Background: an optimization exercise with open tools, aiming at small area. Do not read the settings as production practice. Where RTL was checked, it was by simulation tests only, not by an equivalence proof against the original. Function not checked in run 6: the RTL went through the layout flow alone. No activity file was given, so power comes from the tool's default toggle rates.

## flow/flow/run.sh

```bash
#!/bin/bash
# Own layout flow: the standard flow (standard.sh) with three changes.
#  - Synthesis maps the logic with an area-oriented ABC script (flow/abc_area.script)
#    and without Yosys's full-adder extraction; registers are mapped exactly as in the
#    standard synthesis (same script, same dfflibmap step).
#  - Port buffers use the smallest buffer cell.
#  - Clock tree synthesis uses small clock buffers and no dummy loads.
# Each make call's full output goes to a log file in the work folder.
set -euo pipefail
W=$PWD
rm -rf "$W/scripts_area"
cp -r "$FLOW_HOME/scripts" "$W/scripts_area"
cp "$W/flow/abc_area.script" "$W/scripts_area/abc_area.script"
KNOBS=(SCRIPTS_DIR="$W/scripts_area" ADDER_MAP_FILE= ABC_AREA=1
  BUFFER_PORTS_ARGS="-buffer_cell sky130_fd_sc_hd__buf_1"
  CTS_ARGS="-sink_clustering_enable -repair_clock_nets -dont_use_dummy_load -buf_list sky130_fd_sc_hd__clkbuf_8")
bash standard.sh "${KNOBS[@]}" synth > "$W/log_synth.txt" 2>&1
bash standard.sh "${KNOBS[@]}" finish > "$W/log_layout.txt" 2>&1
```

## flow/flow/abc_area.script

```
strash
dch -f
&get -n
&dch -f
&nf -R 1000
&put
topo
```

## flow/standard.sh

```bash
#!/bin/bash
# synth_recipe.tcl (not shown) runs the flow's synth.tcl, then flattens the netlist and writes it again
# the make line also repeats each setting of config.mk as NAME=value (left out here)
make -C /OpenROAD-flow-scripts/flow DESIGN_CONFIG=/design/flow/config.mk WORK_HOME=/design/flow/orfs CLKGATE_MAP_FILE= SYNTH_SCRIPT=/design/flow/synth_recipe.tcl "${@:-finish}"
```

## flow/config.mk

```make
export PLATFORM = sky130hd
export DESIGN_NAME = lab5
export DESIGN_NICKNAME = lab5
export VERILOG_FILES = /design/flow/design.v
export SDC_FILE = /design/flow/constraint.sdc
export NUM_CORES = 4
export LEC_CHECK = 0
export ABC_AREA = 1
export CAP_MARGIN = 10
export CELL_PAD_IN_SITES_DETAIL_PLACEMENT = 1
export CELL_PAD_IN_SITES_GLOBAL_PLACEMENT = 1
export CORE_MARGIN = 2
export CORE_UTILIZATION = 35
export GPL_TIMING_DRIVEN = 0
export SLEW_MARGIN = 10
```

## flow/constraint.sdc

```tcl
create_clock -name core_clock -period 17.0 [get_ports {clk}]
set_input_delay 3.4000 -clock core_clock [delete_from_list [all_inputs] [get_ports {clk}]]
set_output_delay 3.4000 -clock core_clock [all_outputs]
set_load 0.01 [all_outputs]
```

## flow/design.v

```verilog
module lab5 (input clk, SWO, input [15:0] IR_in, output logic [3:0] OPCODE, output logic [7:0] PC, alu_out, W_REG);
localparam logic [2:0] IF0 = 3'd0, ID = 3'd1, FD = 3'd2, EX = 3'd3, RWB = 3'd4, IF = 3'd5, ID0 = 3'd6;
logic [2:0] state;
logic [3:0] OP, RA, RB, RD;
logic [7:0] A, B;
logic ph;
logic [7:0] S0 [0:7];
logic [7:0] S1 [0:7];
assign OP = IR_in[15:12];
assign RA = IR_in[11:8];
assign RB = IR_in[7:4];
assign RD = IR_in[3:0];
assign OPCODE = OP;
logic [7:0] ap, aq, asum;
logic [8:0] ac;
logic ge_s;
always_comb begin
  if (state == IF) begin
    ap = PC;
    aq = (OP == 4'd14 && ge_s) ? {4'b0, RD} : 8'd1;
    ac[0] = 1'b0;
  end else begin
    ap = (OP == 4'd7 || OP == 4'd8) ? B : A;
    case (OP)
      4'd3:    aq = {4'b0, RB};
      4'd4, 4'd14: aq = ~B;
      4'd7:    aq = 8'h00;
      4'd8:    aq = 8'hFF;
      default: aq = B;
    endcase
    ac[0] = (OP == 4'd4) || (OP == 4'd7) || (OP == 4'd14);
  end
  for (int i = 0; i < 8; i++) begin
    asum[i] = ap[i] ^ aq[i] ^ ac[i];
    ac[i+1] = (ap[i] & aq[i]) | (ap[i] & ac[i]) | (aq[i] & ac[i]);
  end
end
logic [7:0] mul;
always_comb begin
  logic [7:0] acc, row;
  logic c;
  acc = A & {8{B[0]}};
  for (int i = 1; i < 8; i++) begin
    row = (A << i) & {8{B[i]}};
    c = 1'b0;
    for (int j = i; j < 8; j++) begin
      logic s;
      s = acc[j] ^ row[j] ^ c;
      c = (acc[j] & row[j]) | (acc[j] & c) | (row[j] & c);
      acc[j] = s;
    end
  end
  mul = acc;
end
logic [7:0] quo;
always_comb begin
  logic [7:0] r, x, d;
  logic [8:0] c;
  logic bnz;
  r = 8'b0;
  for (int k = 7; k >= 0; k--) begin
    x = {r[6:0], A[k]};
    c[0] = 1'b1;
    for (int i = 0; i < 8 - k; i++) begin
      d[i] = x[i] ^ ~B[i] ^ c[i];
      c[i+1] = (x[i] & ~B[i]) | (x[i] & c[i]) | (~B[i] & c[i]);
    end
    quo[k] = c[8-k] && ((B >> (8 - k)) == 8'b0);
    r = 8'b0;
    for (int i = 0; i < 8 - k; i++) r[i] = quo[k] ? d[i] : x[i];
  end
  bnz = |B;
  quo = quo & {8{bnz}};
end
always_comb begin
  case (OP)
    4'd1:  alu_out = {RA, RB};
    4'd2, 4'd3, 4'd4, 4'd7, 4'd8: alu_out = asum;
    4'd5:  alu_out = mul;
    4'd6:  alu_out = quo;
    4'd9:  alu_out = ~(A | B);
    4'd10: alu_out = ~(A & B);
    4'd11: alu_out = A ^ B;
    4'd12: alu_out = ~B;
    default: alu_out = 8'b0;
  endcase
  if (state == IF) alu_out = W_REG;
end
logic wr;
assign wr = (state == EX || state == RWB) && (RD[0] != ph) && !(OP == 4'd13 || OP == 4'd14 || OP == 4'd15);
always_ff @(posedge clk) ge_s <= ac[8];
logic [7:0] pc_next;
assign pc_next = (OP == 4'd13) ? {RA, RB} : asum;
logic clr;
assign clr = (state == IF0) || (state == ID0);
logic [7:0] rda, rdb;
always_comb begin
  rda = (RA[0] ^ ph) ? S1[RA[3:1]] : S0[RA[3:1]];
  rdb = (RB[0] ^ ph) ? S1[RB[3:1]] : S0[RB[3:1]];
end
always_ff @(posedge clk or posedge SWO) begin
  if (SWO) begin
    state <= IF0;
    PC <= 8'b0;
    W_REG <= 8'b0;
    A <= 8'b0;
    B <= 8'b0;
    ph <= 1'b0;
  end else begin
    W_REG <= alu_out;
    A <= clr ? 8'b0 : rda;
    B <= clr ? 8'b0 : rdb;
    ph <= ~ph;
    if (state == IF) PC <= pc_next;
    case (state)
      IF0:     state <= ID0;
      IF:      state <= ID;
      ID, ID0: state <= FD;
      FD:      state <= EX;
      EX:      state <= RWB;
      default: state <= (OP == 4'd0) ? RWB : IF;
    endcase
  end
end
logic [7:0] ld, hold;
always_comb
  for (int m = 0; m < 8; m++) begin
    ld[m] = wr && RD[3:1] == 3'(m);
    hold[m] = !ld[m] && !clr;
  end
always_ff @(posedge clk) begin
  for (int m = 0; m < 8; m++) begin
    S1[m] <= S0[m];
    S0[m] <= (W_REG & {8{ld[m]}}) | (S1[m] & {8{hold[m]}});
  end
end
endmodule
```

==> notes.md, run 1 <==
Status:
- The run finished with no timing, DRC or antenna violations.

Route:
- The final routed DRC violation total is 0.
- The post-detailed-routing wire length is 35300 µm.
- The overall via count from detail_route is roughly 8600.
- After detailed routing, the average wire length per cell comes to 26.5 µm.
- After the first detailed-routing iteration, the DRC count stood at 1153.
- The number of detailed-routing iterations run before antenna repair is 7.
- The antenna violation net count after detailed routing is 0.
- In the routed layout, each cell is associated on average with a via count of 6.46.

Floorplan:
- The core footprint is 24200 µm².
- The initial core utilization is 0.354.
- During I/O placement, the number of pins put on the boundary was 46.
- The area of the die is 25800 µm².
- The floorplan step set the die height to 161 µm.
- The floorplan step set the die width to 161 µm.
- The row count is 57.

Setup path:
- The arrival time at the worst endpoint is 12600 ps.
- The critical path capture point type is an output port.
- The critical path contains buffers and inverters numbering 5 combined.
- Data on the critical path is required at its endpoint by 13600 ps.
- The kind of start point of the critical path is a flop.
- The worst-case reg-to-reg path depth is 59.
- The slowest stage of the critical path belongs to the cell dfrtp_4.
- For this run, the slowest stage of the critical path takes 590 ps.
- The largest driver fanout on the critical path is 15.
- The worst register-to-register path begins at B[1].
- The critical path's most frequent cell is maj3_1.
- For flop-to-flop paths, the worst setup slack is ~4900 ps.
- Grouping stages by cell kind, the critical path spends the most delay in compound AO/OA/AOI/OAI gates.
- The type of the setup path with the least slack is reg -> out.
- The endpoint identified for the worst register-to-register timing path is W_REG[0].

STA:
- Clock skew on the completed layout was measured at 32.5 ps.
- The total count of max-transition violations in the final report was 0.
- The headroom to the max-slew limit is 0.0709.
- The number of setup violations in the final report is 0.
- The slew at the pin with the worst max-slew slack is about 1400 ps.
- The share of the clock period used by the worst path is 0.941.
- Across all hold checks on the routed design, the worst slack comes to 362 ps.
- In the post-route analysis, the smallest setup slack over all paths is 997 ps.
- Based on the critical path, the design can be clocked at up to 62.5 MHz.
- The number of hold-slack violations in the final timing report came to 0.
- Subtracting the final worst setup slack from the clock period gives approximately 16000 ps.

Synth:
- The post-synthesis register bit count is 165.
- When the netlist entered floorplanning its net count stood at about 950.
- The sequential-to-total area share from yosys stat is 0.405.
- The average size of a mapped cell is ~9 µm².
- Of the total synthesized cell area, the portion taken by full adders, half adders and majority gates is 0.0221.
- The number of different library cells used by synthesis comes to 46.
- The complex-gate fraction of the synthesized area is 0.329.
- The total number of yosys warnings is 3.
- In this run, synthesis inferred 0 flip-flops with an integrated enable.
- The netlist area before placement is approximately 8600 µm².
- Of the total synthesized cell area, the portion taken by XOR and XNOR cells is 0.0846.
- The combinational family with the most area after synthesis is compound AO/OA/AOI/OAI gates.
- The leading register cell type out of synthesis is dfxtp_1.
- The simple-gate share of the synthesized area is 0.129.
- Counting flops with an async set or reset pin after synthesis yields a share of 0.218.
- The portion of netlist area occupied by mux cells is 0.0144.
- The number of instances in the synthesized netlist is about 930.

Global routing:
- The total overflow left after global routing is 0.
- The first-pass GRT wire length is ~53000 µm.
- Entering global routing, the biggest net connects 40 pins.
- For this run, the total global-route usage over all layers was measured as 0.269.
- The via count of the first global-routing pass is 8595.
- The number of antenna violations at the first check in global routing is 0.

Pwr:
- The peak supply drop is 0.124 mV.
- The cell internal power dissipation is 888 µW.
- The share of total power dissipated in combinational logic is 0.551.
- The total net switching power is 841 µW.
- Of the total power, the share spent switching nets is 0.487.
- The share of total power dissipated in the clock network is 0.122.
- Power spread over the standard cell area amounts to around 180 nW/µm².
- The share of total power dissipated in sequential elements is 0.327.
- For this design the static power due to leakage is 0.00333 µW.

CTS:
- The clock latency reported for the late side of the worst-skew pair is about 440 ps.
- The clock drives 165 sinks.
- The number of clock buffers added by TritonCTS is 17.
- The maximum clock insertion buffer count is 2.
- After clock tree synthesis, the flow added hold-fix buffers numbering 0.
- The clock tree from TritonCTS is yes.
- Clock-pin slew was measured on the worst setup and hold paths at 90 ps.
- The H-tree was split into 4 levels.
- Clock tree synthesis selected as its root buffer the cell clkbuf_8.

Worst hold path:
- The startpoint of the lowest-slack hold path is S0[2][0].
- The class of the tightest hold or removal check is reg -> reg.
- Along the worst hold path, the cell count comes to 0.
- For hold timing, the worst endpoint is S1[2][0].

Placement:
- At the end of routability-driven placement, the weighted congestion stood at 0.848.
- The count of buffers from port buffering is 45.
- The detailed placer's ending HPWL is 24100 µm.
- OpenSTA, run right after detailed placement, puts the worst setup slack at -616 ps.

Cells and area:
- The count of fill cells added during filler insertion is 2851.
- In the layout the commonest cells are 129 x dfxtp_1, 83 x nor2_1, 78 x nand2_1.
- The fraction of layout instances using a drive strength above 1 is 0.0712.
- The net count reported at finish is 1031.
- The area growth from synthesis to layout is 13.3%.
- The library cell used most frequently in the layout, excluding fill and tap cells, is dfxtp_1.
- For this run, the share of the core covered by cells in the final layout is 0.402.

Flow run:
- Across the run, the number of max-cap violations was 0.
[layout make-up]
| cell class | instances | area [µm²] | area share |
|---|---|---|---|
| diodes | 1 | 2.50 | 0.000257 |
| flip-flops and latches | 165 | 3500 | 0.359 |
| well taps | 324 | 405 | 0.0416 |
| multi-input cells | 729 | 5080 | 0.522 |
| repair buffers | 66 | 375 | 0.0385 |
| clock buffers | 17 | 234 | 0.0240 |
| inverters | 30 | 114 | 0.0117 |
| plain buffers | 4 | 30.0 | 0.00308 |
[sequential cells by signal, indices dropped and copies added (netlist names)]
name   count
B          8
PC         8
state      3
A          8
W_REG      8
S1        64
ge_s       1
S0        64
ph         1
[synthesized netlist by cell type (11+ instances only)]
cell type | instances | area share
a21oi_1 | 39 | 0.023
dfxtp_1 | 129 | 0.30
xor2_1 | 19 | 0.019
nand2b_1 | 11 | 0.0080
a22o_1 | 69 | 0.070
a221oi_1 | 36 | 0.037
a22oi_1 | 12 | 0.010
a222oi_1 | 64 | 0.075
clkinv_1 | 30 | 0.013
maj3_1 | 19 | 0.022
a211oi_1 | 15 | 0.013
nor3_1 | 17 | 0.0099
dfrtp_1 | 36 | 0.10
nor2_1 | 87 | 0.038
o21ai_0 | 65 | 0.038
nand2_1 | 78 | 0.034
a31oi_1 | 17 | 0.012
a31o_1 | 15 | 0.015
xnor2_1 | 64 | 0.065
[power by group through the flow]
stage / Combinational (µW) / Sequential [µW] / Clock, µW
after CTS: 909 / 568 / 214
after global routing: 1040 / 576 / 230
final: 953 / 565 / 210
after global placement: 868 / 573 / 0
after floorplan: 631 / 526 / 0
after detailed placement: 895 / 574 / 0
[logic make-up after synthesis]
| group | after synthesis |
|---|---|
| XOR/XNOR | 83 |
| adder cells (fa/ha/maj) | 19 |
| buffers and inverters | 34 |
| flip-flops | 165 |
| AND/OR/NAND/NOR | 244 |
| AO/OA/AOI/OAI | 371 |
| multiplexers | 12 |
[per-stage QoR]
step	cells	TNS [ps]	cell area, µm²	total power, µW
after floorplan	928	0	8600	1160
after global placement	1297	-690	9170	1440
after detailed placement	1312	-616	9390	1470
after CTS	1330	0	9650	1690
after global routing	1335	-54.3	9740	1850
final	1336	0	9740	1730
[worst max-delay path by stage]
stage	startpoint	end	slack (ps)	depth (start not counted)
6_report	B[1]	alu_out[0]	1000	60
5_1_grt	B[1]	alu_out[0]	-50	60
4_1_cts	B[1]	alu_out[0]	160	60
3_5_place_dp	B[0]	alu_out[0]	-620	59
3_3_place_gp	B[2]	alu_out[0]	-690	58
2_1_floorplan	B[1]	alu_out[0]	2180	57
[repair_timing]
action                                  4_1_cts  5_1_grt
endpoints found under the setup margin        1        1
resized for setup                            10       14
setup buffers                                 1        5
pin swaps                                     1        2
[layer usage]
| layer | vias to the layer above | track usage | wire length [µm] |
|---|---|---|---|
| met4 | 0 | 0.104 | 1320 |
| met1 | 4315 | 0.342 | 14800 |
| met3 | 100 | 0.0444 | 2300 |
| met2 | 390 | 0.459 | 17000 |
| met5 | - | 0 | 0 |
| li1 | 3827 | - | - |
==> run 2, diff against run 1 <==
--- a/flow/config.mk
+++ b/flow/config.mk
@@ -6,10 +6,9 @@
 export NUM_CORES = 4
 export LEC_CHECK = 0
 export ABC_AREA = 1
-export CAP_MARGIN = 10
+export CAP_MARGIN = 0
 export CELL_PAD_IN_SITES_DETAIL_PLACEMENT = 1
 export CELL_PAD_IN_SITES_GLOBAL_PLACEMENT = 1
 export CORE_MARGIN = 2
 export CORE_UTILIZATION = 35
-export GPL_TIMING_DRIVEN = 0
-export SLEW_MARGIN = 10
+export SLEW_MARGIN = 0
==> notes.md, run 2 <==
Pwr:
- The leakage power figure is 0.00338 µW.
- Dividing total power by cell area gives a power density of 176 nW/µm².
- VDD sags by at most 0.0942 mV.
- Overall power consumption after layout is estimated at 1710 µW.

Synth:
- The biggest area consumer among synthesized cells is dfxtp_1.
- The total number of yosys warnings is 3.
- The number of nets handed over by synthesis was 946.
- The netlist area before placement is 8600 µm².
- The xor-xnor portion of the synthesized cell area is 0.0846.
- The share of synthesized area in the top cell type comes to 0.300.
- The average size of a mapped cell is 9.26 µm².
- By area the synthesized netlist is led by dfxtp_1 30%, dfrtp_1 10%, a222oi_1 7.5%.
- The most used flip-flop cell after synthesis is dfxtp_1.
- In this run, synthesis produced a sequential element count of 165.
- After synthesis, the share of cell area in mux cells is 0.0144.
- The complex-gate fraction of the synthesized area is 0.329.
- By count the netlist is led by 129 x dfxtp_1, 87 x nor2_1, 78 x nand2_1, 69 x a22o_1, 65 x o21ai_0.
- By area, the combinational part of the netlist is dominated by compound AO/OA/AOI/OAI gates.
- The simple-gate share of the synthesized area is 0.129.
- The adder and majority gate portion of the synthesized area is 0.0221.
- The sequential-to-total area share from yosys stat is 0.405.
- Of all flip-flops after synthesis, the portion carrying an async set or reset was 0.218.
- Counting distinct cell types in the post-synthesis netlist gives 46.
- The cell with the most instances after synthesis is dfxtp_1.
- The cell count after synthesis came out at between 900 and 1000.
- The synthesized design contains 0 enable-type register cells.

Route:
- In this run, the number of DRC markers left after iteration 0 of detailed routing was ~1100.
- The count of nets left with antenna violations once routing finished came out at 0.
- Wires add up to 35600 µm.
- The number of detailed-routing iterations run before antenna repair is 8.
- The routed layout has 8551 vias.
- The final routed DRC violation total is 0.
- In the routed layout, each cell is associated on average with a via count of between 6 and 7.
- The wire length per cell is 26.4 µm.

Cells and area:
- The relative area change from synthesis to final layout is 13.0%.
- The net count reported at finish is around 1000.
- The library cells used most frequently in the layout, excluding fill and tap cells, are 129 x dfxtp_1, 87 x nor2_1, 78 x nand2_1.
- The most frequent standard cell in the layout excluding fill and tap cells is dfxtp_1.
- After the flow finishes, the layout carries non-filler instances totaling approximately 1300.
- 0 antenna diodes ended up in the layout.
- In the final layout, the registers with the most flip-flops are S0 (64), S1 (64).
- In the final layout, the share of cells above drive strength 1 is 0.0663.

STA:
- Derived from the worst setup path, the maximum achievable clock frequency is between 60 and 70 MHz.
- The number of hold-slack violations in the final timing report is 0.
- The number of setup violations in the final report is 0.
- The final critical-path required period is between 15000 and 20000 ps.
- The total count of max-transition violations in the final report came to 0.
- The clock arrives with between 30 and 40 ps of skew.
- The share of the clock period used by the worst path is 0.929.
- For the pin with the worst max-slew slack, the measured transition is 1160 ps.
- In this run the tightest slew margin relative to its limit is 0.224.

Floorplan:
- The I/O pin count is 46.
- The die is 161 µm tall.
- The total area inside the core boundary comes to 24200 µm².
- The initial core utilization is 0.354.
- The width of the die is ~160 µm.
- The die covers 25800 µm².
- The row count is 57.

CTS:
- CTS placed an instance of clkbuf_8 at the clock tree root.
- The total CTS buffers is 17.
- Clock tree synthesis found a total of 165 sinks.
- The clock latency reported for the late side of the worst-skew pair is 460 ps.
- The clock passes through at most 2 buffers.
- After clock tree synthesis, the clock-pin slew on the worst setup and hold paths is 100 ps.
- The clock tree from TritonCTS is yes.
- The number of buffers added to fix hold violations after cts is 0.
- The H-tree level count is 4.

Global routing:
- For met1 alone, demand over resource in global routing was 0.363.
- met2 is the most crowded layer.
- The number of antenna violations at the first check in global routing is 2.
- The first global-routing pass estimated about 54000 µm of wire.
- The global-route usage over all layers is 0.275.
- The total overflow left after global routing is 0.
- The largest net degree at the start of global routing is 40.
- The via count of the first global-routing pass is 8706.
- For met2 alone, demand over resource in global routing was 0.456.
- The global routing usage on met3 is 0.0426.

Status:
- The flow ran to the end and the layout has no timing, DRC or antenna violations.

Placement:
- Summed over all nets, the half-perimeter wirelength after detailed placement is 24200 µm.
- After detailed placement, the design holds a cell count of 1331.
- The count of buffers from port buffering is 45.
- The congestion estimate from routability-driven global placement came to around 0.86.

Setup path:
- The critical path data required time is between 10000 and 15000 ps.
- STA puts the critical path data arrival time at 12390 ps.
- The library cell contributing the largest single delay on the critical path is or4_1.
- The worst setup path is of the reg -> out kind.
- STA classifies the critical path endpoint as an output port.
- The kind of start point of the critical path is a flop.
- In this run the worst path has a maximum fanout of 22.
- In this design, the stage delay of the slowest critical-path cell is 480 ps.

Worst hold path:
- The path class of the tightest hold or removal check is reg -> reg.

Flow run:
- Across the run, the number of max-cap violations was 0.
[run 2: cell counts after synthesis]
No cell type changed its count.
[run 2: kinds of logic after synthesis]
logic type,Yosys count
fa+ha+maj,19
compound gates,371
buf+inv,34
xor+xnor,83
mux,12
simple gates,244
flops,165
[run 2: critical path: cells and delay by family (launching register included)]
| kind | cells | cell delay [ps] |
|---|---|---|
| buf+inv | 7 | 1180 |
| fa+ha+maj | 9 | 3290 |
| flops | 1 | 360 |
| compound gates | 29 | 4900 |
| mux | 1 | 350 |
| simple gates | 15 | 1880 |
[run 2: through the flow]
step                      setup slack (ps)   util  hold slack (ps)  instance area, µm²  setup TNS (ps)
final                                 1210  0.401              322                9720               0
after global routing                 -10.9  0.401              311                9720           -10.9
after CTS                              553  0.400              319                9700               0
after detailed placement              1100  0.390              360                9460               0
after global placement                1520  0.390              356                9460               0
after floorplan                       2180      -              349                8600               0
[run 2: path summary, 6_finish.rpt]
kind,start,end,slack (ps),cells past startpoint
worst min register to register,S0[2][0],S1[2][0],320,0
min in group asynchronous,SWO,state[1],3010,3
worst max-delay path,B[3],alu_out[0],1210,61
worst min-delay path,S0[2][0],S1[2][0],320,0
worst max register to register,B[3],W_REG[0],5090,61
max in group asynchronous,SWO,B[4],13560,3
[run 2: report_power, final]
group,switching [µW],internal (µW)
Combinational,613,352
Sequential,92.5,440
Clock,128,88.4
[run 2: area by class of cell]
class | instances | area (µm²)
clock buffer | 17 | 234
fill | 2860 | 14500
inverter | 30 | 113
multi-input combinational | 729 | 5020
sequential | 165 | 3490
tap | 324 | 405
timing repair buffer | 84 | 462
[run 2: layer usage]
layer  vias up  part of all wire
met4         2             0.035
met3        85             0.067
met2       386              0.46
li1       3851                 -
met5         -           0.00034
met1      4227              0.44
[run 2: what timing repair did]
| action | 4_1_cts | 5_1_grt |
|---|---|---|
| buffers inserted | 0 | 1 |
| setup endpoints to repair | 0 | 1 |
| gates resized for setup | 0 | 9 |
==> run 3, diff against run 2 <==
--- a/flow/config.mk
+++ b/flow/config.mk
@@ -6,9 +6,10 @@
 export NUM_CORES = 4
 export LEC_CHECK = 0
 export ABC_AREA = 1
-export CAP_MARGIN = 0
+export CAP_MARGIN = 20
 export CELL_PAD_IN_SITES_DETAIL_PLACEMENT = 1
 export CELL_PAD_IN_SITES_GLOBAL_PLACEMENT = 1
 export CORE_MARGIN = 2
 export CORE_UTILIZATION = 35
-export SLEW_MARGIN = 0
+export PLACE_DENSITY = 0.8
+export SLEW_MARGIN = 20
==> notes.md, run 3 <==
Status:
- The flow ran to the end and the layout has no timing, DRC or antenna violations.

Setup path:
- The worst setup path is of the reg -> out kind.
- Of all nets on the critical path, the largest fanout is 19.
- The library cell contributing the largest single delay on the critical path is or4_1.
- The reg-to-reg startpoint is B[4].
- The setup check on the worst reg-to-reg path leaves a slack of 5090 ps.
- The kind of cell adding the most delay to the critical path is compound AO/OA/AOI/OAI gates.
- The worst setup path is launched from a flop.
- The worst register-to-register path ends at W_REG[0].
- The worst-case reg-to-reg path depth is 60.
- The critical path's most frequent cell is maj3_1.
- Counting both buffers and inverters, the worst setup path holds a total of 6.
- The arrival time at the worst endpoint is 12430 ps.
- The delay contributed by the slowest stage of the critical path is between 400 and 500 ps.
- STA classifies the critical path endpoint as an output port.
- The critical path data required time is between 10000 and 15000 ps.

Floorplan:
- For this configuration, the core starts out at a cell density of 0.354.
- Pin placement for this block handled 46 I/O pins.
- The core footprint is 24200 µm².
- Row generation in the floorplan step produced 57 rows.
- From left edge to right edge, the die measures 161 µm.
- The die is about 160 µm tall.
- The area of the die is 25800 µm².

Route:
- The overall via count from detail_route is 8879.
- The iteration-0 DRC count of the detailed router is 1154.
- The final layout contains routed wiring with a total length of roughly 34000 µm.
- Dividing the detail-routed via count by the number of cells gives roughly 6.6.
- Once detail routing completed, the nets flagged for antenna violations numbered 0.
- The number of detailed-routing iterations run before antenna repair is 12.
- The wire length per cell is 25.0 µm.
- For this run, design rule violations remaining after detail routing come to 0.

Worst hold path:
- The worst hold path passes through 0 cells.
- The hold-critical path endpoint is S1[4][7].
- The class of the tightest hold or removal check is reg -> reg.
- In this run the most critical hold path is launched from S0[4][7].

Cells and area:
- The fraction of layout instances using a drive strength above 1 is 0.0654.
- In the final layout, the registers with the most flip-flops are S0 (64), S1 (64).
- From synthesis to final layout, the design area changed by 13.0%.
- The net count reported at finish is 1044.
- Leaving out fill and tap cells, the most frequent cell in the layout is dfxtp_1.
- The design area is 9710 µm².
- The number of diodes is 0.
- The count of fill cells added during filler insertion is between 2000 and 3000.
- In the layout the commonest cells are 129 x dfxtp_1, 87 x nor2_1, 78 x nand2_1.

Global routing:
- For this run the aggregate overflow at the end of global routing stands at 0.
- The via count of the first global-routing pass is 8862.
- Entering global routing, the biggest net connects 40 pins.
- The number of antenna violations at the first check in global routing was 0.
- The first-pass GRT wire length is approximately 52000 µm.
- The global-route usage over all layers is 0.258.

CTS:
- The clock reaches the later pin of the worst-skew pair after 470 ps.
- The clock passes through at most 2 buffers.
- CTS saw about 170 sinks.
- The clock tree from TritonCTS is yes.
- Counting the buffers created by CTS gives 17.
- The library cell used as clock root buffer is clkbuf_8.
- The register clock-pin slew on the reported worst setup and hold paths is 90 ps.
- The H-tree level count is 4.

STA:
- The fmax is 63.2 MHz.
- The total count of max-transition violations in the final report is 0.
- Headroom to the max-slew limit came out at 0.221.
- The slew at the pin with the worst max-slew slack is 1160 ps.
- The number of hold-slack violations in the final timing report came to 0.
- The worst setup skew after layout is 35.5 ps.
- The final critical-path required period is 15830 ps.
- The slack of the critical path is roughly 1200 ps.
- Setup violations remaining at the end of the flow were counted as 0.
- Dividing the final minimum period by the clock period gives 0.931.

Synth:
- The portion of synthesized area spent on multiplexers is 0.0144.
- The Yosys step of the flow raised 3 warnings.
- The complex-gate fraction of the synthesized area came to 0.329.
- In the synthesized netlist, the cells that appear most often are 129 x dfxtp_1, 87 x nor2_1, 78 x nand2_1, 69 x a22o_1, 65 x o21ai_0.
- By area the synthesized netlist is led by dfxtp_1 30%, dfrtp_1 10%, a222oi_1 7.5%.
- The netlist area before placement is 8600 µm².
- The leading register cell type out of synthesis is dfxtp_1.
- The biggest area consumer among synthesized cells is dfxtp_1.
- The simple-gate share of the synthesized area is 0.129.
- The average size of a mapped cell is 9.26 µm².
- The cell with the most instances after synthesis is dfxtp_1.
- The xor-xnor portion of the synthesized cell area is 0.0846.
- The synthesized net count is 946.
- After synthesis the netlist holds a flip-flop and latch count of 165.
- After synthesis, the largest family of logic cells by area is compound AO/OA/AOI/OAI gates.
- The number of instances in the synthesized netlist is ~930.
- Of all flip-flops after synthesis, the portion carrying an async set or reset was 0.218.
- The number of enable-type register cells in the synthesized netlist is 0.
- The sequential-to-total area share from yosys stat is 0.405.
- Of the total synthesized cell area, the portion taken by full adders, half adders and majority gates is 0.0221.
- Synthesis instantiated 46 different standard cells from the library.
- Of the post-synthesis cell area, the dominant cell type holds 0.300.

Placement:
- Detailed placement ended at an HPWL of between 20000 and 25000 µm.
- The routability congestion estimate is just over 0.9.
- During placement, the flow inserted port buffers numbering 45.
- The placed instances occupy a cell area of 9430 µm².
- The worst setup slack before clock tree synthesis is 707 ps.

Pwr:
- The design draws 1730 µW.
- The cell internal power dissipation is 896 µW.
- The combinational share of power is 0.565.
- The leakage power figure is 0.00337 µW.
- Across the VDD grid, the largest voltage drop is 0.146 mV.
- The sequential share of power is 0.311.
- For this design the ratio of total power to cell area is 178 nW/µm².
- Of the total power, the share spent switching nets is 0.483.
- The total net switching power is 836 µW.
- The share of total power dissipated in the clock network is 0.124.

Flow run:
- The total of max-cap violations is 0.
==> run 3: changes by cell type in the layout (fill, tap and decap cells not counted) <==
cell,before,now
buf_4,39,38
dfrtp_1,34,35
dfrtp_2,2,1
o21ai_0,62,61
o21ai_2,1,2
==> run 3: power groups by stage <==
| stage | logic (µW) | clock network [µW] | registers, µW |
|---|---|---|---|
| after floorplan | 631 | 0 | 526 |
| after global placement | 891 | 0 | 540 |
| after detailed placement | 920 | 0 | 542 |
| after CTS | 926 | 216 | 535 |
| after global routing | 1070 | 233 | 546 |
| final | 979 | 215 | 538 |
==> run 3: how the worst max path moves through the flow <==
stage / from / to / slack, ps / depth (start not counted)
final: B[4] / alu_out[0] / 1170 / 60
after global routing: B[4] / alu_out[0] / -20 / 60
after global placement: B[6] / alu_out[0] / 1490 / 59
after detailed placement: B[6] / alu_out[0] / 710 / 59
after floorplan: B[1] / alu_out[0] / 2180 / 57
after CTS: B[6] / alu_out[0] / 200 / 59
==> run 3: repair_timing <==
item / in CTS / in global routing
resized for setup: 0 / 9
setup buffers: 0 / 5
hold buffers: 0 / 0
setup endpoints to repair: 0 / 2
==> run 3: cells by family after synthesis <==
family | Yosys count
compound gates | 371
xor+xnor | 83
fa+ha+maj | 19
buf+inv | 34
flops | 165
mux | 12
simple gates | 244
==> run 3: layout make-up <==
| cell class | instances | area, µm² | share of cell area |
|---|---|---|---|
| well taps | 324 | 405 | 0.0417 |
| inverters | 30 | 113 | 0.0116 |
| multi-input cells | 729 | 5020 | 0.517 |
| flip-flops and latches | 165 | 3480 | 0.359 |
| clock buffers | 17 | 234 | 0.0241 |
| repair buffers | 83 | 454 | 0.0468 |
==> run 3: stage by stage <==
stage          std cells  hold slack, ps  utilization  TNS (ps)
6_report            1348             369        0.401         0
3_5_place_dp        1326             359        0.389         0
3_3_place_gp        1326             358        0.389         0
4_1_cts             1343             367        0.398         0
2_1_floorplan        928             349            -         0
5_1_grt             1348             370        0.401     -16.9
==> run 3: layer usage <==
layer,GRT usage,wire [µm]
met5,0,0
met4,0.110,1530
met3,0.0573,3310
met2,0.416,15500
met1,0.335,13400
==> run 4, diff against run 3 <==
--- a/flow/config.mk
+++ b/flow/config.mk
@@ -11,5 +11,4 @@
 export CELL_PAD_IN_SITES_GLOBAL_PLACEMENT = 1
 export CORE_MARGIN = 2
 export CORE_UTILIZATION = 35
-export PLACE_DENSITY = 0.8
 export SLEW_MARGIN = 20
==> notes.md, run 4 <==
STA:
- The number of setup violations in the final report is 0.
- The slew at the pin with the worst max-slew slack is roughly 1200 ps.
- For the final database, setup skew stands at about 38 ps.
- The number of hold-slack violations in the final timing report is 0.
- The headroom to the max-slew limit is 0.224.
- Of the available clock period, the critical path in the final layout requires 0.929.
- The setup TNS is 0 ps.
- The fmax is 63.3 MHz.
- The worst path in the final design needs a cycle of 15790 ps, including I/O delays and setup.
- The total count of max-transition violations in the final report was 0.

Floorplan:
- In this run the vertical extent of the chip is 161 µm.
- The initial core utilization is 0.354.
- The I/O pin count is 46.
- The die is 161 µm wide.
- The die covers 25800 µm².
- The initialized floorplan defines 57 standard-cell rows.
- The core footprint is 24200 µm².

Cells and area:
- Leaving out fill and tap cells, the most frequent cell in the layout is dfxtp_1.
- The top cell types in the final layout, fill and taps aside, are 129 x dfxtp_1, 87 x nor2_1, 78 x nand2_1.
- The largest registers in the layout are S0 (64), S1 (64).
- Compared with the post-synthesis result, the final layout area differs by 13.0%.
- The net count reported at finish is between 1000 and 1500.
- After filler insertion, the fill cell instance count of the layout stands at 2860.
- The fraction of layout instances using a drive strength above 1 is 0.0663.
- The number of diodes is 0.

Route:
- Dividing the detail-routed wire length by the instance count gives 26.4 µm.
- After detailed routing, the number of remaining DRC violations is 0.
- The overall via count from detail_route is 8551.
- The first TritonRoute pass finished after 8 iterations.
- After the first detailed-routing iteration, the DRC count stood at 1079.
- The post-detailed-routing wire length is roughly 36000 µm.
- The detail route stage leaves a number of antenna-violating nets equal to 0.
- The per-cell via count in the routed design is 6.34.

Setup path:
- The terminus of the critical flop-to-flop path is W_REG[0].
- The critical path is of the reg -> out type.
- The worst setup path is captured at an output port.
- The reg-to-reg startpoint is B[3].
- The register-to-register setup slack is between 5000 and 6000 ps.
- Among all stages on the critical path, the largest delay is contributed by or4_1.
- The delay contributed by the slowest stage of the critical path is 480 ps.
- Measured in cells, the most critical reg-to-reg path has a length of 61.
- In this run the worst path has a maximum fanout of 22.
- The critical path data required time is approximately 14000 ps.
- The arrival time at the worst endpoint is ~12000 ps.
- STA classifies the critical path startpoint as a flop.

Synth:
- During synthesis, Yosys emitted a total of 3 warnings.
- By instance count, the leading cell after synthesis is dfxtp_1.
- The share of synthesized area in the top cell type comes to 0.300.
- The proportion of register bits with asynchronous set or reset after synthesis is 0.218.
- The synthesized netlist occupies a cell area of 8600 µm².
- By count the netlist is led by 129 x dfxtp_1, 87 x nor2_1, 78 x nand2_1, 69 x a22o_1, 65 x o21ai_0.
- Yosys mapped a number of flops with a built-in enable equal to 0.
- The post-synthesis register bit count is about 170.
- The sequential-to-total area share from yosys stat is 0.405.
- The synthesized net count is 946.
- By area the synthesized netlist is led by dfxtp_1 30%, dfrtp_1 10%, a222oi_1 7.5%.
- A synthesized cell averages 9.26 µm².
- Synthesis produced around 930 cells.
- The biggest area consumer among synthesized cells is dfxtp_1.
- In the synthesized netlist the dominant register cell turns out to be dfxtp_1.
- Counting distinct cell types in the post-synthesis netlist gives between 40 and 50.

Placement:
- Routability-driven placement finished with a final weighted congestion of between 0.8 and 0.9.
- The count of buffers from port buffering is 45.
- The detailed placer's ending HPWL is 24200 µm.

CTS:
- At the later pin of the worst-skew pair, clock insertion delay measures approximately 460 ps.
- The register clock-pin slew on the reported worst setup and hold paths is roughly 100 ps.
- The H-tree level count is 4.
- TritonCTS built the clock tree.
- The maximum clock insertion buffer count is 2.
- Buffers inserted during clock tree synthesis total 17.
- After clock tree synthesis, the flow added hold-fix buffers numbering 0.
- The library cell used as clock root buffer is clkbuf_8.
- The clock drives around 170 sinks.

Worst hold path:
- The number of stages on the worst hold path is 0.
- The class of the tightest hold or removal check is reg -> reg.
- The startpoint of the lowest-slack hold path is S0[2][0].
- The hold-critical path endpoint is S1[2][0].

Pwr:
- The power per standard cell area is 176 nW/µm².
- The peak supply drop is roughly 0.094 mV.
- The design draws 1710 µW.
- For this design the static power due to leakage is between 0.003 and 0.004 µW.

Flow run:
- Across the run, the number of max-cap violations was 0.

Status:
- The flow ran to the end and the layout has no timing, DRC or antenna violations.

Global routing:
- The total global routing overflow is 0.
- Entering global routing, the biggest net connects 40 pins.
- The via count of the first global-routing pass is 8706.
- The number of antenna violations at the first check in global routing is 2.
- The first-pass GRT wire length is 53900 µm.
- Across every metal layer, demand over resource in global routing totals 0.275.
run 4: area by class of cell:
class	count	area, µm²	area share
multi-input combinational	729	5020	0.516
sequential	165	3490	0.359
timing repair buffer	84	462	0.0475
tap	324	405	0.0417
clock buffer	17	234	0.0241
inverter	30	113	0.0116
run 4: worst max path at each step:
stage               cells after the start  start    endpoint  slack, ps
global route                           62   B[3]  alu_out[0]        -10
CTS                                    60   B[4]  alu_out[0]        550
detailed placement                     60   B[4]  alu_out[0]       1100
global placement                       60   B[4]  alu_out[0]       1520
finish                                 61   B[3]  alu_out[0]       1210
floorplan                              57   B[1]  alu_out[0]       2180
run 4: kinds of logic after synthesis:
group | count (synthesis) | share of synthesized area
compound gates | 371 | 0.329
simple gates | 244 | 0.129
flops | 165 | 0.405
xor+xnor | 83 | 0.0846
buf+inv | 34 | 0.0166
fa+ha+maj | 19 | 0.0221
mux | 12 | 0.0144
run 4: what timing repair did:
action,CTS,global route
setup buffers,0,1
endpoints found under the setup margin,0,1
gates resized for setup,0,9
run 4: report_power, final:
group	total, µW	internal [µW]	switching, µW	leakage (µW)
clock network	216	88.4	128	0.000122
registers	533	440	92.5	0.00150
logic	964	352	613	0.00175
total	1710	880	833	0.00338
run 4: critical path, delay by kind of cell (launching register included):
family                   cells  cell delay (ps)
AND/OR/NAND/NOR             15             1880
multiplexers                 1              350
flip-flops                   1              360
adder cells (fa/ha/maj)      9             3290
buffers and inverters        7             1180
AO/OA/AOI/OAI               29             4900
run 4: layer usage:
| layer | GRT usage | vias up | part of all wire |
|---|---|---|---|
| li1 | - | 3851 | - |
| met1 | 0.363 | 4227 | 0.44 |
| met2 | 0.456 | 386 | 0.46 |
| met3 | 0.0426 | 85 | 0.067 |
| met4 | 0.107 | 2 | 0.035 |
| met5 | 0 | - | 0.00034 |
run 4: per-stage QoR:
| step | std cells | area, µm² | util | worst slack [ps] | hold WS (ps) |
|---|---|---|---|---|---|
| 2_1_floorplan | 928 | 8600 | - | 2180 | 349 |
| 3_3_place_gp | 1331 | 9460 | 0.390 | 1520 | 356 |
| 3_5_place_dp | 1331 | 9460 | 0.390 | 1100 | 360 |
| 4_1_cts | 1348 | 9700 | 0.400 | 553 | 319 |
| 5_1_grt | 1349 | 9720 | 0.401 | -10.9 | 311 |
| 6_report | 1349 | 9720 | 0.401 | 1210 | 322 |
==> run 5, diff against run 4 <==
==> flow/flow/abc_area.script (replaced) <==
strash
dch -f
&get -n
&dch -f
&nf -R 1000
&put
topo
stime -c
upsize -c
dnsize -c
==> notes.md, run 5 <==
Cells and area:
- The fraction of layout instances using a drive strength above 1 is 0.102.
- The number of diodes is 0.
- The library cell used most frequently in the layout, excluding fill and tap cells, is dfxtp_1.
- The relative area change from synthesis to final layout is 12.5%.
- The largest registers in the layout are S0 (64), S1 (64).
- Leaving out fill and tap cells, the most frequent cells in the layout are 129 x dfxtp_1, 85 x nor2_1, 75 x nand2_1.
- The net count reported at finish is 1040.

Synth:
- After synthesis, the mean cell area works out to 9.40 µm².
- The share of synthesized area in the top cell type comes to 0.296.
- In the synthesized netlist the async set-or-reset flop fraction comes to 0.218.
- The number of enable-type register cells in the synthesized netlist is 0.
- Of all cell types, the one taking the most synthesized area is dfxtp_1.
- Ranked by instance count, the synthesized netlist is headed by 129 x dfxtp_1, 86 x nor2_1, 75 x nand2_1, 69 x a22o_1.
- The post-synthesis register bit count is roughly 170.
- Synthesis produced a netlist whose cell count is 928.
- The cell with the most instances after synthesis is dfxtp_1.
- The sequential-to-total area share from yosys stat is 0.399.
- The cell area that synthesis handed to floorplanning was 8720 µm².
- The most used flip-flop cell after synthesis is dfxtp_1.
- The synthesized net count is 946.
- The total number of yosys warnings is 3.
- The distinct cell type count after synthesis is 66.
- After synthesis, the cell types taking the most area are dfxtp_1 30%, dfrtp_1 10%, a222oi_1 7.3%.

Floorplan:
- The core footprint is 24400 µm².
- The floorplan step defined a die boundary enclosing 26200 µm².
- The row count is 57.
- The I/O pin count is 46.
- The initial utilization of the core area, before any placement, comes to 0.358.
- The width of the die is 162 µm.
- The die is 162 µm tall.

Setup path:
- The most numerous cell type found on the critical path is maj3_2.
- The kind of cell adding the most delay to the critical path is compound AO/OA/AOI/OAI gates.
- The type of the setup path with the least slack is reg -> out.
- The critical path data required time is 13600 ps.
- The largest driver fanout on the critical path is 28.
- The worst register-to-register path ends at W_REG[0].
- The startpoint identified for the worst register-to-register timing path is B[1].
- The number of buffers and inverters on the critical path is 5.
- The critical path capture point type is an output port.
- The arrival time at the worst endpoint is 11110 ps.
- The register-to-register setup slack is 6400 ps.
- The library cell contributing the largest single delay on the critical path is or4_1.
- The worst setup path is launched from a flop.
- Measured in cells, the most critical reg-to-reg path has a length of 58.
- For this run, the slowest stage of the critical path takes between 500 and 600 ps.

CTS:
- Counting every sink on the clock net gives 165.
- The register clock-pin slew on the reported worst setup and hold paths is about 80 ps.
- The clock passes through at most 2 buffers.
- Clock tree synthesis inserted a total of 17 buffers.
- The number of buffers added to fix hold violations after cts is 0.
- The post-CTS setup-driven buffer insertion count is 0.
- The post-cts sizing count is 0.
- The library cell used as clock root buffer is clkbuf_8.
- The H-tree was split into 4 levels.
- The clock tree from TritonCTS is yes.
- The clock latency reported for the late side of the worst-skew pair is 450 ps.

Placement:
- At the placement stage, the worst setup path has a slack of ~3000 ps.
- The congestion estimate from routability-driven global placement came to 0.846.
- The count of buffers added on input and output ports is 45.
- Once detailed placement completed, the half-perimeter wirelength came to 24200 µm.

STA:
- The slack of the critical path is 2490 ps.
- The worst setup skew after layout is 30.3 ps.
- Of the available clock period, the critical path in the final layout requires 0.854.
- Headroom to the max-slew limit came out at 0.180.
- The slew at the pin with the worst max-slew slack is 1230 ps.
- Static timing analysis puts the maximum clock frequency at 68.9 MHz.
- The final critical-path required period is between 10000 and 15000 ps.
- The total count of max-transition violations in the final report is 0.
- The number of hold-slack violations in the final timing report is 0.
- Setup violations remaining at the end of the flow were counted as 0.
- The setup TNS is 0 ps.
- Setup repair after global routing left no endpoint under its margin.

Global routing:
- The first global-routing pass estimated between 50000 and 60000 µm of wire.
- For this run, global-route usage on met3 was measured as 0.0434.
- The number of antenna violations at the first check in global routing is 0.
- The largest net degree at the start of global routing is 40.
- The via count of the first global-routing pass was 8515.
- The global-route usage over all layers is 0.273.
- For this run, global-route usage on met2 was measured as 0.441.
- After global routing the overflow that remains totals 0.
- For this run, global-route usage on met1 was measured as 0.360.
- After global routing, the most crowded layer is met2.

Route:
- The antenna violation net count after detailed routing is 0.
- The routed layout has 8577 vias.
- After the first detailed-routing iteration, the DRC count stood at 1025.
- The number of detailed-routing iterations run before antenna repair is 8.
- The per-cell via count in the routed design is 6.38.
- Dividing the detail-routed wire length by the instance count gives 26.7 µm.
- The routed design has 35900 µm of wire.
- After detailed routing, the number of remaining DRC violations is 0.

Worst hold path:
- The class of the tightest hold or removal check is reg -> reg.
- The number of stages on the worst hold path is 0.
- For hold timing, the worst endpoint is S1[1][0].
- The startpoint of the lowest-slack hold path is S0[1][0].

Pwr:
- The leakage power figure is 0.00343 µW.
- The worst-case IR drop observed on VDD is 0.0820 mV.
- In this run the power density over the cells is 181 nW/µm².

Flow run:
- The tool flagged a number of max-cap violations equal to 0.

Status:
- The flow ran to the end and the layout has no timing, DRC or antenna violations.
==> run 5: cell count changes after synthesis, moves of 4 or more <==
| cell | previous run | this run |
|---|---|---|
| a21boi_0 | 6 | 2 |
| clkinv_1 | 30 | 17 |
| inv_1 | 0 | 4 |
| inv_2 | 0 | 7 |
| maj3_1 | 19 | 11 |
| maj3_2 | 0 | 8 |
| o21ai_0 | 65 | 51 |
| o21ai_1 | 0 | 5 |
| o21ai_2 | 0 | 7 |
==> run 5: layout make-up <==
class | count | area [µm²]
Clock buffer | 17 | 234
Fill cell | 2886 | 14600
Inverter | 30 | 116
Multi-Input combinational cell | 729 | 5150
Sequential cell | 165 | 3480
Tap cell | 324 | 405
Timing Repair Buffer | 79 | 424
==> run 5: worst register-to-register path: cells and delay by family, from the launching register on <==
family	cells	cell delay, ps
mux	1	340
flops	1	380
buf+inv	4	530
compound gates	28	4190
simple gates	16	2200
fa+ha+maj	9	2870
==> run 5: cells by family (layout without fill, tap and decap cells) <==
group	after synthesis	after routing	share of synthesized area
AOI/OAI and AO/OA	371	371	0.335
and+or+nand+nor	244	244	0.128
DFF	165	165	0.399
xor gates and xnor gates	83	83	0.0833
buffers and inverters	34	126	0.0168
adders and majority gates	19	19	0.0229
muxes	12	12	0.0146
==> run 5: routing by layer <==
metal  up-vias  routed length (µm)
met5         -                   0
met4         0                1560
met3        99                2500
met2       401               16400
met1      4223               15400
li1       3854                   -
==> run 5: stage by stage <==
stage / utilization / hold WS (ps) / total power [µW] / instance area (µm²) / cells
2_1_floorplan: - / 349 / 1230 / 8720 / 928
3_3_place_gp: 0.392 / 358 / 1530 / 9570 / 1327
3_5_place_dp: 0.392 / 359 / 1550 / 9570 / 1327
4_1_cts: 0.402 / 355 / 1770 / 9800 / 1344
5_1_grt: 0.402 / 361 / 1890 / 9810 / 1344
6_report: 0.402 / 354 / 1770 / 9810 / 1344
==> run 5: power by group <==
group,switching (µW),internal (µW)
combinational,644,375
sequential,98.0,440
clock,130,88.6
==> run 5: worst max-delay path by stage <==
stage | startpoint | end | depth (start not counted) | slack, ps
floorplan | B[1] | alu_out[0] | 57 | 4000
global placement | B[1] | alu_out[0] | 59 | 3360
detailed placement | B[1] | alu_out[0] | 59 | 3040
CTS | B[1] | alu_out[0] | 59 | 2520
global route | B[1] | alu_out[0] | 59 | 1790
finish | B[1] | alu_out[0] | 59 | 2490
==> run 6, diff against run 5 <==
--- a/flow/design.v
+++ b/flow/design.v
@@ -58,7 +58,7 @@
   logic [8:0] c;
   logic bnz;
   r = 8'b0;
-  for (int k = 7; k >= 0; k--) begin
+  for (int k = 7; k >= 1; k--) begin
     x = {r[6:0], A[k]};
     c[0] = 1'b1;
     for (int i = 0; i < 8 - k; i++) begin
@@ -69,6 +69,7 @@
     r = 8'b0;
     for (int i = 0; i < 8 - k; i++) r[i] = quo[k] ? d[i] : x[i];
   end
+  quo[0] = {r[6:0], A[0]} >= B;
   bnz = |B;
   quo = quo & {8{bnz}};
 end
==> flow/flow/abc_area.script (replaced) <==
strash
dch -f
&get -n
&dch -f
&nf -R 1000
&put
topo
==> notes.md, run 6 <==
STA:
- Setup repair after global routing left no endpoint under its margin.
- The setup TNS is 0 ps.
- Of the available clock period, the critical path in the final layout requires 0.925.
- The slew at the pin with the worst max-slew slack is 1160 ps.
- The number of hold-slack violations in the final timing report is 0.
- The fmax is 63.6 MHz.
- Setup violations remaining at the end of the flow were counted as 0.
- The final critical-path required period is 15720 ps.
- The worst pin sits at a relative slew slack of 0.226.
- The clock arrives with a little under 40 ps of skew.
- The total count of max-transition violations in the final report is 0.

CTS:
- The library cell used as clock root buffer is clkbuf_8.
- The register clock-pin slew on the reported worst setup and hold paths is about 100 ps.
- The clock net in this run drives a total of 165 sinks.
- TritonCTS built the clock tree.
- The maximum clock insertion buffer count is 2.
- The clock tree synthesis step divided the H-tree into 4 levels.
- The clock latency reported for the late side of the worst-skew pair is 450 ps.
- The total CTS buffers is 17.

Placement:
- The congestion estimate from routability-driven global placement came to between 0.8 and 0.9.
- The count of buffers from port buffering is 45.
- After legalization and detailed placement, the total HPWL measured around 24000 µm.
- The number of placed instances, taps included, is roughly 1300.

Route:
- The wire length per cell is 26.7 µm.
- The post-detailed-routing wire length is 35900 µm.
- The overall via count from detail_route is 8644.
- The antenna violation net count after detailed routing is 0.
- In this run, the number of DRC markers left after iteration 0 of detailed routing was 1107.
- In the routed layout, each cell is associated on average with a via count of 6.43.
- The final routed DRC violation total is 0.
- Before antenna repair, the detailed router went through 7 iterations.

Pwr:
- Summed over all cells, the static leakage comes to 0.00335 µW.
- The fraction of power consumed by the clock network is 0.128.
- The internal power of the cells totals just under 900 µW.
- VDD sags by at most 0.0682 mV.
- The combinational share of power is 0.545.
- The sequential share of power is 0.327.
- The power per standard cell area is approximately 170 nW/µm².
- The switching power as a share of total power is 0.481.
- The total net switching power is 812 µW.

Synth:
- The number of nets in the synthesized netlist is 941.
- The number of enable-type register cells in the synthesized netlist is 0.
- The leading register cell type out of synthesis is dfxtp_1.
- The netlist area before placement is 8550 µm².
- Of the post-synthesis cell area, the dominant cell type holds 0.302.
- Averaged over all synthesized cells, the footprint is between 9 and 10 µm².
- In this run, synthesis produced a sequential element count of 165.
- In the synthesized netlist the async set-or-reset flop fraction comes to 0.218.
- The number of instances in the synthesized netlist is 923.
- The biggest area consumer among synthesized cells is dfxtp_1.
- The cell with the most instances after synthesis is dfxtp_1.
- Counting instances in the post-synthesis netlist gives the leading cell types as 129 x dfxtp_1, 85 x nand2_1, 85 x nor2_1, 65 x a22o_1, 64 x o21ai_0.
- Yosys printed 3 warnings.
- The distinct cell type count after synthesis is 48.
- By area the synthesized netlist is led by dfxtp_1 30%, dfrtp_1 11%, a222oi_1 7.4%.
- For this run, the register share of the synthesized area comes to 0.407.

Setup path:
- The worst setup path is of the reg -> out kind.
- The critical path capture point type is an output port.
- For the worst setup path, the data required time is 13600 ps.
- The arrival time at the worst endpoint is between 10000 and 15000 ps.
- The largest driver fanout on the critical path is 29.
- The kind of start point of the critical path is a flop.
- The critical path's most frequent cell is o21ai_0.
- On the worst path, the slowest cell contributes a delay of 570 ps.
- The library cell contributing the largest single delay on the critical path is or4_1.

Cells and area:
- Registers take 3480 µm².
- The fraction of layout instances using a drive strength above 1 is 0.0676.
- Leaving out fill and tap cells, the most frequent cell in the layout is dfxtp_1.
- For this run, the post-layout net count is between 1000 and 1500.
- The number of antenna diodes in the final layout is 0.
- The area taken by multi-input logic gates is 5030 µm².
- The library cells used most frequently in the layout, excluding fill and tap cells, are 129 x dfxtp_1, 85 x nand2_1, 84 x nor2_1.
- The finished layout holds 1344 standard cells, fillers aside.
- The relative area change from synthesis to final layout is 13.3%.
- After filler insertion, the fill cell instance count of the layout stands at 2794.
- In the final layout, the registers with the most flip-flops are S0 (64), S1 (64).

Floorplan:
- The floorplan has between 50 and 60 rows.
- The die is about 160 µm wide.
- In this run the count of I/O pins placed on the die edge is 46.
- The core region is approximately 24000 µm².
- The floorplan step set the die height to between 150 and 200 µm.
- The floorplan step defined a die boundary enclosing 25700 µm².
- For this configuration, the core starts out at a cell density of 0.354.

Global routing:
- The first global-routing pass estimated around 54000 µm of wire.
- The largest net degree at the start of global routing is 43.
- The number of antenna violations at the first check in global routing came to 0.
- Across every metal layer, demand over resource in global routing totals 0.279.
- The total global routing overflow is 0.
- The via count of the first global-routing pass was between 8000 and 9000.

Flow run:
- Across the run, the number of max-cap violations was 0.

Status:
- The flow ran to the end and the layout has no timing, DRC or antenna violations.

Worst hold path:
- The class of the tightest hold or removal check is reg -> reg.
[run 6: cell types whose count changed after synthesis, sizes merged, moves of 5 or more]
cell	before	now
inv	12	0
nor3	17	22
nand2	78	85
a31oi	17	22
xnor2	64	55
a211oi	15	8
[run 6: per-layer routing]
metal / wire length [µm] / track usage / vias to the layer above / share of wire
li1: - / - / 3871 / -
met5: 0 / 0 / - / 0
met4: 1530 / 0.124 / 0 / 0.043
met2: 17400 / 0.474 / 384 / 0.48
met3: 2170 / 0.0478 / 98 / 0.060
met1: 14900 / 0.349 / 4291 / 0.41
[run 6: power groups by stage]
| stage | combinational (µW) | sequential [µW] | clock, µW |
|---|---|---|---|
| after CTS | 902 | 550 | 223 |
| after floorplan | 587 | 551 | 0 |
| final | 920 | 552 | 217 |
| after global routing | 1010 | 562 | 241 |
| after detailed placement | 896 | 557 | 0 |
| after global placement | 882 | 557 | 0 |
[run 6: logic make-up after synthesis]
group,synth area share
AO/OA/AOI/OAI,0.329
AND/OR/NAND/NOR,0.143
flip-flops,0.407
XOR/XNOR,0.0778
buffers and inverters,0.0119
adder cells (fa/ha/maj),0.0199
multiplexers,0.0117
[run 6: per-stage QoR]
stage	total power (µW)	setup slack, ps	instance area, µm²	hold slack [ps]	utilization
6_report	1690	1280	9690	349	0.401
4_1_cts	1670	264	9650	337	0.399
3_5_place_dp	1450	533	9420	358	0.390
5_1_grt	1810	24.1	9690	333	0.401
3_3_place_gp	1440	1180	9410	360	0.389
2_1_floorplan	1140	2410	8550	349	-
[run 6: what timing repair did]
| item | in CTS | in global routing |
|---|---|---|
| hold buffers | 0 | 0 |
| endpoints found under the setup margin | 1 | 2 |
| pin swaps | 0 | 1 |
| resized for setup | 1 | 8 |
| buffers inserted | 0 | 1 |
[run 6: cell type report]
cell class | count | area share
clock buffers | 17 | 0.0241
inverters | 19 | 0.00736
multi-input cells | 735 | 0.519
flip-flops and latches | 165 | 0.360
well taps | 324 | 0.0418
repair buffers | 84 | 0.0476
[run 6: final timing paths]
| check | from | endpoint | slack [ps] | cells after the start |
|---|---|---|---|---|
| max in group asynchronous | SWO | B[1] | 13580 | 3 |
| worst min-delay path | S0[4][3] | S1[4][3] | 350 | 0 |
| worst max register to register | B[1] | W_REG[0] | 5130 | 56 |
| worst min register to register | S0[4][3] | S1[4][3] | 350 | 0 |
| worst max-delay path | B[1] | alu_out[0] | 1280 | 57 |
| min in group asynchronous | SWO | PC[5] | 3020 | 3 |
[run 6: critical path, delay by kind of cell, from the launching register on]
kind	cells	cell delay (ps)
compound gates	29	5760
xor+xnor	1	190
fa+ha+maj	8	2850
buf+inv	4	630
flops	1	360
simple gates	15	2120
==> run 7, diff against run 6 <==
--- a/flow/design.v
+++ b/flow/design.v
@@ -20,12 +20,14 @@
     aq = (OP == 4'd14 && ge_s) ? {4'b0, RD} : 8'd1;
     ac[0] = 1'b0;
   end else begin
-    ap = (OP == 4'd7 || OP == 4'd8) ? B : A;
+    case (OP)
+      4'd7:    ap = 8'h00;
+      4'd8:    ap = 8'hFF;
+      default: ap = A;
+    endcase
     case (OP)
       4'd3:    aq = {4'b0, RB};
       4'd4, 4'd14: aq = ~B;
-      4'd7:    aq = 8'h00;
-      4'd8:    aq = 8'hFF;
       default: aq = B;
     endcase
     ac[0] = (OP == 4'd4) || (OP == 4'd7) || (OP == 4'd14);
@@ -58,7 +60,7 @@
   logic [8:0] c;
   logic bnz;
   r = 8'b0;
-  for (int k = 7; k >= 1; k--) begin
+  for (int k = 7; k >= 0; k--) begin
     x = {r[6:0], A[k]};
     c[0] = 1'b1;
     for (int i = 0; i < 8 - k; i++) begin
@@ -69,7 +71,6 @@
     r = 8'b0;
     for (int i = 0; i < 8 - k; i++) r[i] = quo[k] ? d[i] : x[i];
   end
-  quo[0] = {r[6:0], A[0]} >= B;
   bnz = |B;
   quo = quo & {8{bnz}};
 end
@@ -79,10 +80,10 @@
     4'd2, 4'd3, 4'd4, 4'd7, 4'd8: alu_out = asum;
     4'd5:  alu_out = mul;
     4'd6:  alu_out = quo;
-    4'd9:  alu_out = ~(A | B);
-    4'd10: alu_out = ~(A & B);
-    4'd11: alu_out = A ^ B;
-    4'd12: alu_out = ~B;
+    4'd9:  alu_out = ~(ap | aq);
+    4'd10: alu_out = ~(ap & aq);
+    4'd11: alu_out = ap ^ aq;
+    4'd12: alu_out = ~aq;
     default: alu_out = 8'b0;
   endcase
   if (state == IF) alu_out = W_REG;
==> notes.md, run 7 <==
STA:
- The worst setup skew after layout is around 46 ps.
- The total count of max-transition violations in the final report is 0.
- The number of setup violations in the final report is 0.
- Of the available clock period, the critical path in the final layout requires 0.928.
- For this run, the top clock speed supported by timing is 63.4 MHz.
- The worst hold slack across all endpoints is ~350 ps.
- The final critical-path required period is 15770 ps.
- The number of hold-slack violations in the final timing report is 0.
- The slew at the pin with the worst max-slew slack is 1170 ps.
- The headroom to the max-slew limit is 0.216.

Pwr:
- The peak supply drop is 0.0840 mV.
- For this design the static power due to leakage is 0.00336 µW.
- The power per standard cell area is 174 nW/µm².

Setup path:
- The kind of start point of the critical path is a flop.
- The critical path capture point type is an output port.
- For this run, the slowest stage of the critical path takes 530 ps.
- The critical path data required time is ~14000 ps.
- The largest driver fanout on the critical path is 14.
- The library cell contributing the largest single delay on the critical path is dfrtp_1.
- The type of the setup path with the least slack is reg -> out.
- The arrival time at the worst endpoint is 12370 ps.
- The kind of cell with the highest combined delay along the critical path is compound AO/OA/AOI/OAI gates.
- Counting both buffers and inverters, the worst setup path holds a total of 5.
- By instance count, the cell type seen most on the critical path is o21ai_0.

Route:
- The overall via count from detail_route is 8551.
- After detailed routing, the number of remaining DRC violations is 0.
- The detail route stage leaves a number of antenna-violating nets equal to 0.
- In the final routed layout, each cell accounts on average for 26.7 µm.
- The per-cell via count in the routed design is approximately 6.5.
- The first routing iteration left 1177 violations.
- The first detailed-routing pass took 8 iterations.
- For this block, the routed nets add up to 35300 µm of wire.

Worst hold path:
- The class of the tightest hold or removal check is reg -> reg.

Floorplan:
- For this configuration, the core starts out at a cell density of 0.359.
- The floorplan step set the die width to 160 µm.
- The die covers 25500 µm².
- The vertical die dimension is between 150 and 200 µm.
- The I/O pin count is 46.
- The floorplan has 56 rows.
- The core region is 23600 µm².

Global routing:
- Entering global routing, the biggest net connects 37 pins.
- The total overflow left after global routing is 0.
- The global-route usage over all layers is 0.271.
- The via count of the first global-routing pass came to 8275.
- The first-pass GRT wire length is ~52000 µm.
- The number of antenna violations at the first check in global routing is 0.

CTS:
- Clock tree synthesis found a total of 165 sinks.
- After clock tree synthesis, the clock-pin slew on the worst setup and hold paths is 120 ps.
- The later pin in the worst-skew pair is clocked with a latency of 480 ps.
- The total CTS buffers is 17.
- No sink is reached through more buffers than the 2 on the longest clock path.
- The H-tree was split into 4 levels.
- CTS placed an instance of clkbuf_8 at the clock tree root.
- The clock tree from TritonCTS is yes.
- After clock tree synthesis, the flow added hold-fix buffers numbering 0.

Cells and area:
- The utilization after layout is 0.404.
- The fraction of layout instances using a drive strength above 1 is 0.0618.
- Compared with the post-synthesis result, the final layout area differs by 12.6%.
- The top cell types in the final layout, fill and taps aside, are 129 x dfxtp_1, 90 x nor2_1, 85 x nand2_1.
- The net count reported at finish is between 1000 and 1500.
- The finished cells cover 9540 µm².
- The count of fill cells added during filler insertion is 2784.
- The repair_antennas step left the layout with diodes totalling 0.
- The largest registers in the layout are S0 (64), S1 (64).
- The library cell used most frequently in the layout, excluding fill and tap cells, is dfxtp_1.

Synth:
- In this run, synthesis inferred 0 flip-flops with an integrated enable.
- Synthesis inferred 165 register bits.
- The total number of yosys warnings is 3.
- The number of instances in the synthesized netlist is 915.
- The proportion of register bits with asynchronous set or reset after synthesis is 0.218.
- The distinct cell type count after synthesis is 49.
- The mapped netlist covers 8470 µm².
- Ranked by total cell area, the synthesized netlist is headed by dfxtp_1 30%, dfrtp_1 11%, a222oi_1 7.6%.
- Of the post-synthesis cell area, the dominant cell type holds 0.305.
- The biggest area consumer among synthesized cells is dfxtp_1.
- By count the netlist is led by 129 x dfxtp_1, 91 x nor2_1, 86 x nand2_1, 69 x a22o_1, 64 x a222oi_1.
- Synthesis produced a netlist with a net count of roughly 930.
- In the synthesized netlist the dominant register cell turns out to be dfxtp_1.
- The average size of a mapped cell is about 9.3 µm².
- The sequential-to-total area share from yosys stat is 0.411.
- The cell with the most instances after synthesis is dfxtp_1.

Status:
- The flow ran to the end and the layout has no timing, DRC or antenna violations.

Placement:
- The detailed placer's ending HPWL is 23900 µm.
- Port buffering added 45 buffers.
- The routability congestion estimate is 0.875.
- The post-place instance area is 9290 µm².

Flow run:
- Max-cap violations in this run came to 0.
[run 7: cell count changes in the layout (fill, tap and decap cells not counted), moves of 5 or more]
cell,change
o21ai_0,-12
buf_4,-9
mux2i_1,-8
xnor2_1,-7
xor2_1,+7
nand3_1,+6
nor2_1,+6
nor3_1,-6
nor3b_1,-6
a211oi_1,-5
a21o_1,+5
a21oi_1,+5
[run 7: per-layer routing]
layer | vias to the layer above | GRT usage | wire length (µm)
met5 | - | 0 | 0
met4 | 0 | 0.127 | 1630
met3 | 121 | 0.0417 | 2410
met2 | 411 | 0.436 | 16100
met1 | 4192 | 0.358 | 15100
li1 | 3827 | - | -
[run 7: cell type report]
type,count,area (µm²),share of cell area
multi-input cells,729,4960,0.520
flip-flops and latches,165,3480,0.365
well taps,319,399,0.0418
repair buffers,75,394,0.0413
clock buffers,17,234,0.0245
inverters,17,63.8,0.00669
[run 7: cells by family after synthesis]
family          synth area share
flops                      0.411
mux                      0.00369
fa+ha+maj                 0.0154
buf+inv                   0.0111
compound gates             0.336
simple gates               0.144
xor+xnor                  0.0786
[run 7: path summary, 6_finish.rpt]
path                           from         end  slack, ps  depth (start not counted)
max                            B[6]  alu_out[0]       1230                         59
min                        S0[2][2]    S1[2][2]        350                          0
max reg2reg                    B[6]    W_REG[0]       5180                         58
min reg2reg                S0[2][2]    S1[2][2]        350                          0
max in group asynchronous       SWO        B[0]      13580                          3
min in group asynchronous       SWO       PC[3]       3020                          3
[run 7: report_power, final]
part | switching [µW] | internal (µW) | total (µW) | leakage, µW
Combinational | 583 | 317 | 900 | 0.00173
Sequential | 103 | 439 | 542 | 0.00150
Clock | 129 | 88.4 | 218 | 0.000122
[run 7: metrics by stage]
stage / setup TNS (ps) / total power, µW / std cells / setup slack, ps
after floorplan: 0 / 1140 / 915 / 3070
after global placement: 0 / 1420 / 1305 / 1510
after detailed placement: 0 / 1430 / 1305 / 1070
after CTS: 0 / 1650 / 1322 / 544
after global routing: -4.83 / 1780 / 1322 / -4.83
final: 0 / 1660 / 1322 / 1230
[run 7: what timing repair did]
item / CTS / global route
resized for setup: 0 / 6
hold endpoints to repair: 0 / 0
buffers inserted: 0 / 0
endpoints found under the setup margin: 0 / 1

[afterwards: timing with drivers on the ports]
In the flow no input, the clock included, has a driving cell. The finished layouts below were timed again as built, in two steps. Step 1, drivers: a clkbuf_16 drives clk and a buf_2 each remaining input, both assumed. Step 2 also shifts input and output timing later by t, the mid clock arrival at the registers, as if the neighbouring blocks saw the same clock. a / b / c = ideal ports / drivers / drivers and shift; a / b = the first two.
run	t, ns	setup WS [ns]	worst data-port slew with drivers (ns)
run 1	0.474	0.997 / 0.955 / 1.429	0.04
run 2	0.489	1.205 / 1.162 / 1.651	0.04
run 3	0.489	1.168 / 1.126 / 1.615	0.04
run 4	0.489	1.205 / 1.162 / 1.651	0.04
run 5	0.482	2.487 / 2.443 / 2.925	0.03
run 6	0.479	1.281 / 1.235 / 1.714	0.03
run 7	0.496	1.228 / 1.182 / 1.678	0.03
After both steps setup and hold are still met in every run listed.
